This design comes from an exercise in tuning for a short achievable clock period and few clock cycles on the open sky130 flow, not from production work.
Function was checked by simulation only, so behaviour that the tests miss may differ from the original.

`flow/run.sh`:
```
#!/bin/bash
# synth_recipe.tcl (not shown) runs the flow's synth.tcl, then flattens the netlist and writes it again
# the make line also repeats each setting of config.mk as NAME=value (left out here)
make -C /OpenROAD-flow-scripts/flow DESIGN_CONFIG=/design/flow/config.mk WORK_HOME=/design/flow/orfs CLKGATE_MAP_FILE= SYNTH_SCRIPT=/design/flow/synth_recipe.tcl finish
```
`flow/config.mk`:
```
export PLATFORM = sky130hd
export DESIGN_NAME = cpu
export DESIGN_NICKNAME = cpu
export VERILOG_FILES = /design/flow/design.v
export SDC_FILE = /design/flow/constraint.sdc
export NUM_CORES = 4
export LEC_CHECK = 0
export CAP_MARGIN = 20
export CORE_MARGIN = 2
export CORE_UTILIZATION = 40
export SLEW_MARGIN = 20
```
`flow/constraint.sdc`:
```
create_clock -name core_clock -period 10.0 [get_ports {clk}]
set_input_delay 2.0000 -clock core_clock [delete_from_list [all_inputs] [get_ports {clk}]]
set_output_delay 2.0000 -clock core_clock [all_outputs]
set_load 0.01 [all_outputs]
```
`flow/design.v`:
```
package definesPkg;
   parameter IF_ID_WIDTH = 1 + 16 * 2;
   parameter ID_EX_WIDTH = (16 * 6) + (2 * 3) + (2 * 1) + 16 + 16;
   parameter EX_WB_WIDTH = (16 * 5);
	parameter BTB_num_rows = 1 << 5;
endpackage
module ALU(
	clk,
	reset,
   ALUop,
   ALUop1,
   ALUop2,
   o_N,
   o_Z,
	N,
	Z,
	update_flags,
   ALUout
);
	input clk, reset;
   input [2:0] ALUop;
   input [15:0] ALUop1;
   input [15:0] ALUop2;
   output logic o_N;
   output logic o_Z;
	output logic N;
	output logic Z;
	input update_flags;
   output logic [15:0] ALUout;
   assign o_Z = ~|{ALUout};
   assign o_N = ALUout[15];
	always_ff @(posedge clk or posedge reset) begin
		if(reset) begin
			N <= '0;
			Z <= '0;
		end else begin
			if(update_flags) begin
				N <= o_N;
				Z <= o_Z;
			end
		end
	end
   always_comb begin
      case(ALUop)
         'b000: ALUout = ALUop1 + ALUop2;
         'b001: ALUout = ALUop1 - ALUop2;
         'b010: ALUout = ALUop1 + (ALUop2 << 1);                
         'b011: ALUout = ALUop1;                                
         'b100: ALUout = (ALUop2 << 8) | {8'b0, ALUop1[7:0]};  
         default: ALUout = '0;
      endcase
   end
endmodule
import definesPkg::*;
module BTB
(
	clk,
	reset,
	i_wr,
	w_PC,
	r_PC,
	i_valid,  
	i_BT,
	o_valid,
	o_BT,
	BTBtable
);
	input clk;
	input reset;
	input i_wr, i_valid;
	input [15:0] i_BT;
	input [15:0] r_PC;
	input [15:0] w_PC;
	wire [4:0] rindex = r_PC[5:1];
	wire [4:0] windex = w_PC[5:1];
	output logic o_valid;
	output logic [15:0] o_BT;
	output logic [BTB_num_rows - 1:0][17:0] BTBtable;
	always_comb begin
		o_BT = BTBtable[rindex][15:0];
		o_valid = BTBtable[rindex][16];
	end
	always_ff @(posedge clk or posedge reset) begin
		if(reset) begin
			BTBtable <= '0;
		end else begin
			if(i_wr) begin
				BTBtable[windex] <= {1'b1, i_valid, i_BT};
			end
		end
	end
endmodule
module RF
(
   clk, 
   reset,
   reg1,
   reg2,
   regw,
   dataw,
   data2,
   data1,
   RFWrite,
	regs
);
   input clk;
   input reset;
   output logic [7:0][15:0] regs;
   input [2:0] reg1;  
   input [2:0] reg2;  
   input [2:0] regw;  
   input RFWrite;
   input [15:0] dataw;
   output [15:0] data1;
   output [15:0] data2;
   assign data1 = regs[reg1];
   assign data2 = regs[reg2];
   always_ff @(posedge clk) begin
      if(reset) begin
         regs <= {16'hBADD, 16'hCAFE, 16'hBADD, 16'hCAFE, 16'hBADD, 16'hCAFE, 16'hBADD, 16'hCAFE};
      end else begin
         if(RFWrite) begin
            regs[regw] <= dataw;
         end
      end
   end
endmodule
import definesPkg::*;
module datapath_fetch
(
   clk,
   reset,
   BT,
   i_pc_rddata,
   IF_ID,
   PC,
	taken,
	f_valid,
	o_valid,
	o_BT
);
   input clk;
   input reset;
   input [15:0] BT;
	input taken;
   input [15:0] i_pc_rddata;
	output logic f_valid;
	assign f_valid = 1'b1;
	input o_valid;
	input [15:0] o_BT;
   output logic [15:0] PC;
   output logic [IF_ID_WIDTH-1:0] IF_ID;
	logic [15:0] PC_input;
	always_comb begin
		if(taken == 1'b1) begin
			PC_input = BT;
		end else begin
			if(o_valid) begin
				PC_input = o_BT;  
			end else begin
				PC_input = PC + 16'd2;
			end
		end
	end
   always_ff @(posedge clk or posedge reset) begin
      if(reset) begin
         PC <= '0;
         IF_ID <= '0;
      end else begin
         PC <= PC_input;
         IF_ID[32] <= o_valid;
         IF_ID[31:16] <= PC_input;
         IF_ID[15:0] <= PC;
      end
   end
endmodule
import definesPkg::*;
module datapath_RF_Read
(
   clk,
   reset,
	i_pc_rddata,
   Rx,
   Ry,
   data1,
   data2,
   IF_ID,
   ID_EX,
	dataw,
	regw,
	taken,
	f_valid,
	d_valid,
	RFWrite
);
	input clk;
	input reset;
	input taken;
	input f_valid;
	output d_valid;
	input [15:0] i_pc_rddata;
	input          [IF_ID_WIDTH-1:0] IF_ID;
	output logic   [ID_EX_WIDTH-1:0] ID_EX;   
	wire [15:0] PC = IF_ID[31:16];
	wire [15:0] instr = i_pc_rddata[15:0];
	output logic [2:0] Rx;
	output logic [2:0] Ry;
	logic Rx_valid, Ry_valid;
	input [15:0] data1;  
	input [15:0] data2;  
	logic [15:0] s_ext_imm8;
	logic [15:0] s_ext_imm11;
	logic d_valid;
	always_ff @(posedge clk or posedge reset) begin
		if(reset) begin
			d_valid <= '0;
		end else begin
			d_valid <= (taken) ? '0 : f_valid;
		end
	end
	wire [4:0] opcode = instr[4:0];
	input [15:0] dataw;
	input [2:0] regw;
	input RFWrite;
	logic [15:0] operand1;
	logic [15:0] operand2;
   always_comb begin
      Ry = instr[10:8];		
      Rx = instr[7:5];
		casex(opcode) 
			5'bx00xx, 5'b0010x, 5'b10110, 5'b0100x, 5'b01010, 5'b01100: Rx_valid = '1;
			default: Rx_valid = '0;
		endcase
		casex(opcode) 
			5'b000xx, 5'b0010x: Ry_valid = '1;
			default: Ry_valid = '0;
		endcase
   end
	always_comb begin
		operand1 = data1;
		operand2 = data2;
		if((regw == Rx) & RFWrite) begin
			operand1 = dataw;
		end
		if((regw == Ry) & RFWrite) begin
			operand2 = dataw;
		end
	end
   always_comb begin
      s_ext_imm8 = {{8{instr[15]}}, instr[15:8]};
   end
   always_comb begin
      s_ext_imm11 = {{5{instr[15]}}, instr[15:5]};
   end
   always_ff @(posedge clk or posedge reset) begin
      if(reset) begin
         ID_EX <= '0;   
      end else begin
         ID_EX <= {IF_ID[32], IF_ID[15:0], Rx_valid, Ry_valid, Rx, Ry, s_ext_imm8, s_ext_imm11, operand1, operand2, PC, instr};  
      end
   end
endmodule
import definesPkg::*;
module datapath_execute
(
   clk,
   reset,
   ID_EX,
   EX_WB,
	ALUop,
	ALUop1,
	ALUop2,
	ALUout,
	Z,
	N,
	update_flags,
   o_ldst_addr,
   o_ldst_rd,
   o_ldst_wr,
   o_ldst_wrdata,
	dataw,
	regw,
	BT,
	taken,
	d_valid,
	ex_valid,
	i_wr,
	i_valid,
	already_valid,
	w_PC,
	BTBtable,
	RFWrite
);
   input clk;
   input reset;   
   input d_valid;
	input already_valid;  
	output logic i_wr;
	output logic i_valid;
	output logic [15:0] w_PC;
	output logic [15:0] BT;
	output logic taken;
	input [BTB_num_rows - 1:0][17:0] BTBtable;
   input [ID_EX_WIDTH-1:0] ID_EX;
   output logic [EX_WB_WIDTH-1:0] EX_WB;
   wire [15:0] PC;
   wire [15:0] instr;
   wire [15:0] data1;  
   wire [15:0] data2;  
   wire [15:0] s_ext_imm8;
   wire [15:0] s_ext_imm11;
	output logic ex_valid;
	wire [2:0] Rx;
	wire [2:0] Ry;
	wire Rx_valid, Ry_valid;
	wire [15:0] instr_PC;
	wire predicted;  
   assign {predicted, instr_PC, Rx_valid, Ry_valid, Rx, Ry, s_ext_imm8, s_ext_imm11, data1, data2, PC, instr} = ID_EX;
	always_ff @(posedge clk or posedge reset) begin
		if(reset) begin
			ex_valid <= '0;
		end else begin
			ex_valid <= (taken) ? '0 : d_valid;
		end
	end
   output logic [2:0] ALUop;	
   output logic [15:0] ALUop1;
   output logic [15:0] ALUop2;
	input [15:0] ALUout;
	input Z, N;
	output logic update_flags;
	output logic [15:0] o_ldst_addr;
   output logic o_ldst_rd;
   output logic o_ldst_wr;
   output logic [15:0] o_ldst_wrdata;
	wire [4:0] opcode = instr[4:0];
	input [15:0] dataw;
	input [2:0] regw;
	input RFWrite;
	logic [15:0] operand1;
	logic [15:0] operand2;
	always_comb begin
		operand1 = data1;
		operand2 = data2;
		if((regw == Rx) & Rx_valid & RFWrite) begin
			operand1 = dataw;
		end
		if((regw == Ry) & Ry_valid & RFWrite) begin
			operand2 = dataw;
		end
	end
	wire [15:0] next_PC = instr_PC + 16'd2;
	wire is_jcall = (opcode[4:3] == 2'b11) & (opcode[1:0] == 2'b00);
	logic cond;
	always_comb begin
		casex(opcode)
			5'bx1x00: cond = '1;
			5'bx1001: cond = Z;
			5'bx1010: cond = N;
			default: cond = '0;
		endcase
	end
	always_comb begin
		BT = cond ? ALUout : next_PC;
		taken = ex_valid & (BT != PC);
	end
	always_comb begin
		i_wr = taken & (cond | predicted);
		i_valid = cond;
		w_PC = instr_PC;
	end
	always_comb begin
		update_flags = '0;
		ALUop1 = '0;
		ALUop2 = '0;
		casex(opcode)
			5'b00000: begin
				ALUop1 = '0;
				ALUop2 = operand2;
			end
			5'b00001: begin
				ALUop1 = operand1;
				ALUop2 = operand2;
				update_flags = '1;
			end
			5'b0001x: begin
				ALUop1 = operand1;
				ALUop2 = operand2;
				update_flags = '1;
			end
			5'b10000: begin
				ALUop1 = '0;
				ALUop2 = s_ext_imm8;
			end
			5'b10001: begin
				ALUop1 = operand1;
				ALUop2 = s_ext_imm8;
				update_flags = '1;
			end
			5'b1001x: begin
				ALUop1 = operand1;
				ALUop2 = s_ext_imm8;
				update_flags = '1;
			end
			5'b10110: begin
				ALUop1 = operand1;
				ALUop2 = {8'b0, instr[15:8]};  
			end
			5'b11100, 5'b11000, 5'b11001, 5'b11010: begin
				ALUop1 = next_PC;
				ALUop2 = s_ext_imm11;
			end
			5'b01100, 5'b01000, 5'b01001, 5'b01010: begin
				ALUop1 = operand1;
				ALUop2 = '0;
			end
			default: begin
				ALUop1 = '0;
				ALUop2 = '0;
			end
		endcase
		update_flags = update_flags & ex_valid;
	end
   always_comb begin
      casex(opcode) 
         5'bx000x: ALUop = 3'b000; 
         5'bx001x: ALUop = 3'b001;
			5'b10110: ALUop = 3'b100;
			5'b1100x, 5'b11010, 5'b11100: ALUop = 3'b010;
			5'b0100x, 5'b01010, 5'b01100: ALUop = 3'b011;
         default: ALUop = '0;
      endcase
   end
	always_comb begin
		if(ex_valid) begin
			case(opcode)
				5'b00100: begin
					o_ldst_addr = operand2;
					o_ldst_rd = 1'b1;
					o_ldst_wr = 1'b0;
					o_ldst_wrdata = '0;
				end
				5'b00101: begin
					o_ldst_addr = operand2;
					o_ldst_rd = 1'b0;
					o_ldst_wr = 1'b1;
					o_ldst_wrdata = operand1;
				end
				default: begin
					o_ldst_addr = '0;
					o_ldst_wrdata = '0;
					o_ldst_wr = '0;
					o_ldst_rd = '0;
				end
			endcase
		end else begin
			o_ldst_addr = '0;
			o_ldst_wrdata = '0;
			o_ldst_wr = '0;
			o_ldst_rd = '0;
		end
	end
	always_ff @(posedge clk or posedge reset) begin
		if(reset) begin
			EX_WB <= '0;
		end else begin
			EX_WB <= {instr_PC + 16'd2, data1, data2, ALUout, instr};
		end
	end
endmodule
import definesPkg::*;
module datapath_writeback
(
   clk,
   reset,
   EX_WB,
	i_ldst_rddata,
	RFWrite,
	dataw,
	regw,
	ex_valid,
	wb_valid
);
   input clk;
   input reset;
	input ex_valid;
   input [EX_WB_WIDTH-1:0] EX_WB;
   input [15:0] i_ldst_rddata;
	wire [15:0] instr;
	wire [15:0] ALUout;
   wire [15:0] data1;  
   wire [15:0] data2;  
	output logic wb_valid;
	output logic RFWrite;
	output logic [15:0] dataw;
	output logic [2:0] regw;
	logic[15:0] PC;
	assign {PC, data1, data2, ALUout, instr} = EX_WB;
	wire [4:0] opcode = instr[4:0];
	always_ff @(posedge clk or posedge reset) begin
		if(reset) begin
			wb_valid <= '0;
		end else begin
			wb_valid <= ex_valid;
		end
	end
	always_comb begin
		RFWrite = 1'b0;
		dataw = '0;
		regw = '0;
		if(wb_valid) begin
			casex(opcode)
				5'b0000x, 5'b00010, 5'b1000x, 5'b10010, 5'b10110: begin
					RFWrite = 1'b1;
					dataw = ALUout;
					regw = instr[7:5];
				end
				5'b11100, 5'b01100: begin
					RFWrite = 1'b1;
					dataw = PC;
					regw = 3'd7;
				end
				5'b00100: begin
					RFWrite = 1'b1;
					dataw = i_ldst_rddata;  
					regw = instr[7:5];  
				end
				default: begin
					RFWrite = 1'b0;
					dataw = '0;
					regw = '0;
				end
			endcase
		end else begin
			RFWrite = 1'b0;
			dataw = '0;
			regw = '0;
		end
	end
endmodule
import definesPkg::*;
module cpu
(
   input clk,
   input reset,
   output [15:0] o_pc_addr,
   output o_pc_rd,
   input [15:0] i_pc_rddata,
   output [15:0] o_ldst_addr,
   output o_ldst_rd,
   output o_ldst_wr,
   input [15:0] i_ldst_rddata,
   output [15:0] o_ldst_wrdata,
   output [127:0] o_tb_regs
);
	wire [15:0] BT;
   wire [15:0] PC;	
	wire i_wr;
	wire [15:0] r_PC = PC;
	wire [15:0] w_PC;
	wire i_valid;  
	wire [15:0] i_BT = BT;
	wire o_valid;
	wire already_valid = 1'b0;
	wire [15:0] o_BT;
	wire [BTB_num_rows - 1:0][17:0] BTBtable;
	BTB btb0(.*);
   wire [IF_ID_WIDTH-1:0] IF_ID;
	wire taken;
   datapath_fetch f0(.*);
   assign o_pc_rd = '1;
   assign o_pc_addr = PC;
	wire f_valid;
   wire [15:0] data1;
   wire [15:0] data2;
   wire [15:0] dataw;
   wire [2:0] reg1; 
   wire [2:0] reg2; 
   wire [2:0] regw; 
	wire [7:0][15:0] regs;
   wire RFWrite;
   RF rf0(.*);
   assign o_tb_regs = regs;
	wire d_valid;
   wire [ID_EX_WIDTH-1:0] ID_EX;
   wire [2:0] Rx;
   wire [2:0] Ry;
   assign reg1 = Rx;
   assign reg2 = Ry;
   datapath_RF_Read r0(.*);
	wire ex_valid;
   wire [EX_WB_WIDTH-1:0] EX_WB;
   datapath_execute ex0(.*);
   wire [2:0] ALUop;
   wire [15:0] ALUop1;
   wire [15:0] ALUop2;
   wire o_N;
   wire o_Z;
	wire N, Z, update_flags;
   wire [15:0] ALUout;  
   ALU a0(.*);
   wire wb_valid;
   datapath_writeback wb0(.*);
endmodule
```
==> impl_metrics.toml <==
[sta]
drv_slew = 0
worst_pin_slew_ns = 1.36
setup_viol = 0
max_freq_mhz = 110
hold_violations = 0
fin_skew_ns = 0.0553
slew-limit-headroom = 0.0923
rsz0062_at_grt = "false"
min_period_ns = 9.07
finalCritPeriodShare = 0.907

[logic_synthesis]
ys_seq_elements = 817
synthesis.nets = 4981
synthDistinctLibCells = 114
yosys.area.top_type = "dfrtp_1"
synthAdderAreaFrac = 0.0139
yosys_warnings = 7
synth_edf_count = 0
synth_top_family_by_area = "compound AO/OA/AOI/OAI gates"
synth_top_area_frac = 0.351
syn_inst = 4895
syn_area_um2 = 49100
synth_compound_area_frac = 0.247
synth_xor_area_frac = 0.0155
yosysMostFrequentCell = "dfrtp_1"
synth_area_leaders = "dfrtp_1 (35%), mux4_2 (12%), dfxtp_1 (5.2%)"
yosys.area_share.simple = 0.122
yosys-top-cells-count = "dfrtp_1 (689), o21ai_0 (461), nand2_1 (386)"
ys.flop_type = "dfrtp_1"
muxShareOfSynthArea = 0.157
avgSynthCellArea_um2 = 10.0
async_flop_share = 0.843
seq_area_frac_synth = 0.403

[floorplanning]
row_count = 128
die_x_um = 354
core_area_um2 = 122000
dieArea_um2 = 126000
ios = 213
initial_utilization = 0.403
die_y_um = 354

[global_route]
grt_pass1_vias = 48100
antenna_found_initial = 44
grt_util_all_layers = 0.512
top_usage_layer = "met2"
met2_usage = 0.724
grt_max_degree = 150
grt_overflow = 0
use_met1 = 0.606
grt_pass1_wl_mm = 439
grt_use_met3 = 0.201

[status]
outcome = "complete, no violations"

[setup_path]
start_kind = "input pin"
worstReg2RegEnd = "btb0.BTBtable[121]"
ff2ff_setup_slack_ns = 1.10
arrival_ns = 9.73
cp-end-kind = "register"
cp_max_fo = 8
cp.required_ns = 10.66
rr_worst_depth = 25
rr_startpoint = "ex0.EX_WB[3]"
critPathKind = "in -> reg"

[placed_design]
io_buffer_count = 211
dp.final_hpwl_mm = 242
gp_congestion = 1.09
placed_area_um2 = 55000

[final_layout]
drive_above_1_share = 0.187
regArea_um2 = 19800
fillers = 11500
multiInputGateArea_um2 = 27600
design_area_um2 = 58500
syn_to_final_growth_pct = 19.2
fin_nets = 5251
fin_util = 0.480

[flow_run]
drv_cap = 0

[worst_hold_path]
min_from = "f0.IF_ID[32]"
worstHoldPathCells = 0
holdPathEnd = "r0.ID_EX[120]"
hold_path.class = "reg -> reg"

[routing]
wire_per_inst_um = 47.5
first_iter_violations = 8979
drc = 0
first_pass_iters = 8
totalWireLength_mm = 328
via_count = 51700
vias_per_cell = 7.48
drtAntennaViolNets = 0

[clock_network]
cts_sinks = 817
clock-root-buffer = "clkbuf_16"
cts_inserted_buffers = 97
post-cts-setup-buffers = 0
cts-resized-gates = 0
cts_tree = "yes"
clockBufferDepth = 3
clk_latency_ns = 0.76
cts_hold_buffers = 0
clk_pin_slew_ns = 0.06
cts.htree.levels = 3
-- stage by stage --
step | hold slack [ns] | cells | setup slack (ns) | TNS [ns]
CTS | 0.359 | 6872 | 1.23 | 0
floorplan | 0.331 | 4895 | -1.73 | -1189.50
global placement | 0.345 | 6690 | 0.467 | 0
detailed placement | 0.343 | 6691 | 0.542 | 0
finish | 0.355 | 6902 | 0.929 | 0
global route | 0.364 | 6877 | 0.749 | 0
-- cell type report --
class                   count  area share
multi-input cells        3599       0.472
flip-flops and latches    817       0.338
inverters                  70     0.00455
clock buffers             147      0.0500
well taps                1625      0.0347
clock inverters            34     0.00829
repair buffers            580      0.0908
diodes                     30     0.00128
-- routing by layer --
layer / share of wire / vias to the layer above
met5: 0.00077 / -
met4: 0.11 / 33
met3: 0.14 / 1348
met2: 0.41 / 4732
met1: 0.34 / 25900
li1: - / 19600
-- worst max path at each step --
stage | from | endpoint | depth (start not counted)
floorplan | reset | a0.N | 3
global placement | i_ldst_rddata[2] | btb0.BTBtable[121] | 24
detailed placement | i_ldst_rddata[2] | btb0.BTBtable[121] | 24
CTS | i_ldst_rddata[2] | btb0.BTBtable[121] | 24
global route | i_ldst_rddata[2] | btb0.BTBtable[433] | 21
finish | i_ldst_rddata[2] | btb0.BTBtable[229] | 21
-- layout by cell type, fill, tap and decap left out, types with 24 or more instances in the layout --
| cell | instances |
|---|---|
| a21o_1 | 24 |
| a21oi_1 | 212 |
| a221o_1 | 60 |
| a22o_1 | 142 |
| a22oi_1 | 70 |
| a31oi_1 | 25 |
| and2_1 | 28 |
| and3_1 | 36 |
| buf_12 | 37 |
| buf_4 | 332 |
| clkbuf_16 | 99 |
| clkbuf_8 | 27 |
| clkdlybuf4s50_1 | 204 |
| dfrtp_1 | 684 |
| dfxtp_1 | 128 |
| diode_2 | 30 |
| ha_1 | 48 |
| inv_1 | 66 |
| mux2_2 | 35 |
| mux2i_1 | 132 |
| mux4_2 | 265 |
| nand2_1 | 380 |
| nand3_1 | 187 |
| nand4_1 | 30 |
| nor2_1 | 360 |
| nor3_1 | 76 |
| o211ai_1 | 26 |
| o21ai_0 | 458 |
| o221ai_1 | 32 |
| o22ai_1 | 62 |
| o2bb2ai_1 | 105 |
| o31ai_1 | 213 |
| o41ai_1 | 28 |
| or3_1 | 51 |
| xnor2_1 | 45 |
| xor2_1 | 33 |
-- registers in the layout, summed over array words and instances (netlist names) --
register and count:
ex0.EX_WB 40, a0.Z 1, f0.IF_ID 18, f0.PC 15
ex0.ex_valid 1, r0.d_valid 1, r0.ID_EX 67, btb0.BTBtable 544
wb0.wb_valid 1, rf0.regs 128, a0.N 1
-- worst max-delay path: stages --
cell             delay, ns
clkdlybuf4s50_1       0.45
or3b_2                0.44
a21boi_1              0.31
o221a_2               0.37
nand4_2               0.28
a311oi_1              0.78
nor2_1                0.13
ha_1                  0.35
or3_1                 0.42
a221o_1               0.27
a2111oi_0             0.55
a311oi_1              0.25
a2111o_1              0.50
nand3_1               0.30
o21bai_1              0.24
a31oi_1               0.42
a211o_1               0.32
a32oi_1               0.13
buf_4                 0.27
nor2_1                0.64
a22o_1                0.26
-- cell families (layout without fill, tap and decap cells) --
group           after synthesis  after routing
simple gates               1288           1288
fa+ha+maj                    53             53
compound gates             1735           1735
buf+inv                     479            831
flops                       817            817
xor+xnor                     87             87
other cells                   1             31
mux                         435            435
Testbench counts, summed over its fixed seeds: cycles 96,456.

[port drivers added, routing unchanged]
The results above use ideal ports. As a check the final layout listed here was re-extracted and re-timed, cells and wires unchanged.
Step 1 (the two cells are an assumption about what drives the block):
set clk [get_ports {clk}]
set_driving_cell -lib_cell sky130_fd_sc_hd__clkbuf_16 $clk
set_driving_cell -lib_cell sky130_fd_sc_hd__buf_2 [delete_from_list [all_inputs] $clk]
Step 2 times the ports against the registers' clock, not the clock port: input delays grow and output delays shrink by t, the midpoint of the rising clock arrivals with the driver on.
Three values: ideal, step 1, step 2; two values: the first two.
t (ns): 0.815
setup slack, ns: 0.929 / 0.983 / 0.168
latest minus earliest clock arrival (ns): 0.055 / 0.056
slew at the worst register clock pin (ns): 0.07 / 0.07
After both steps setup and hold are still met in this run. The setup slack of this run moves by +0.054 ns with the drivers and by -0.761 ns with both steps.
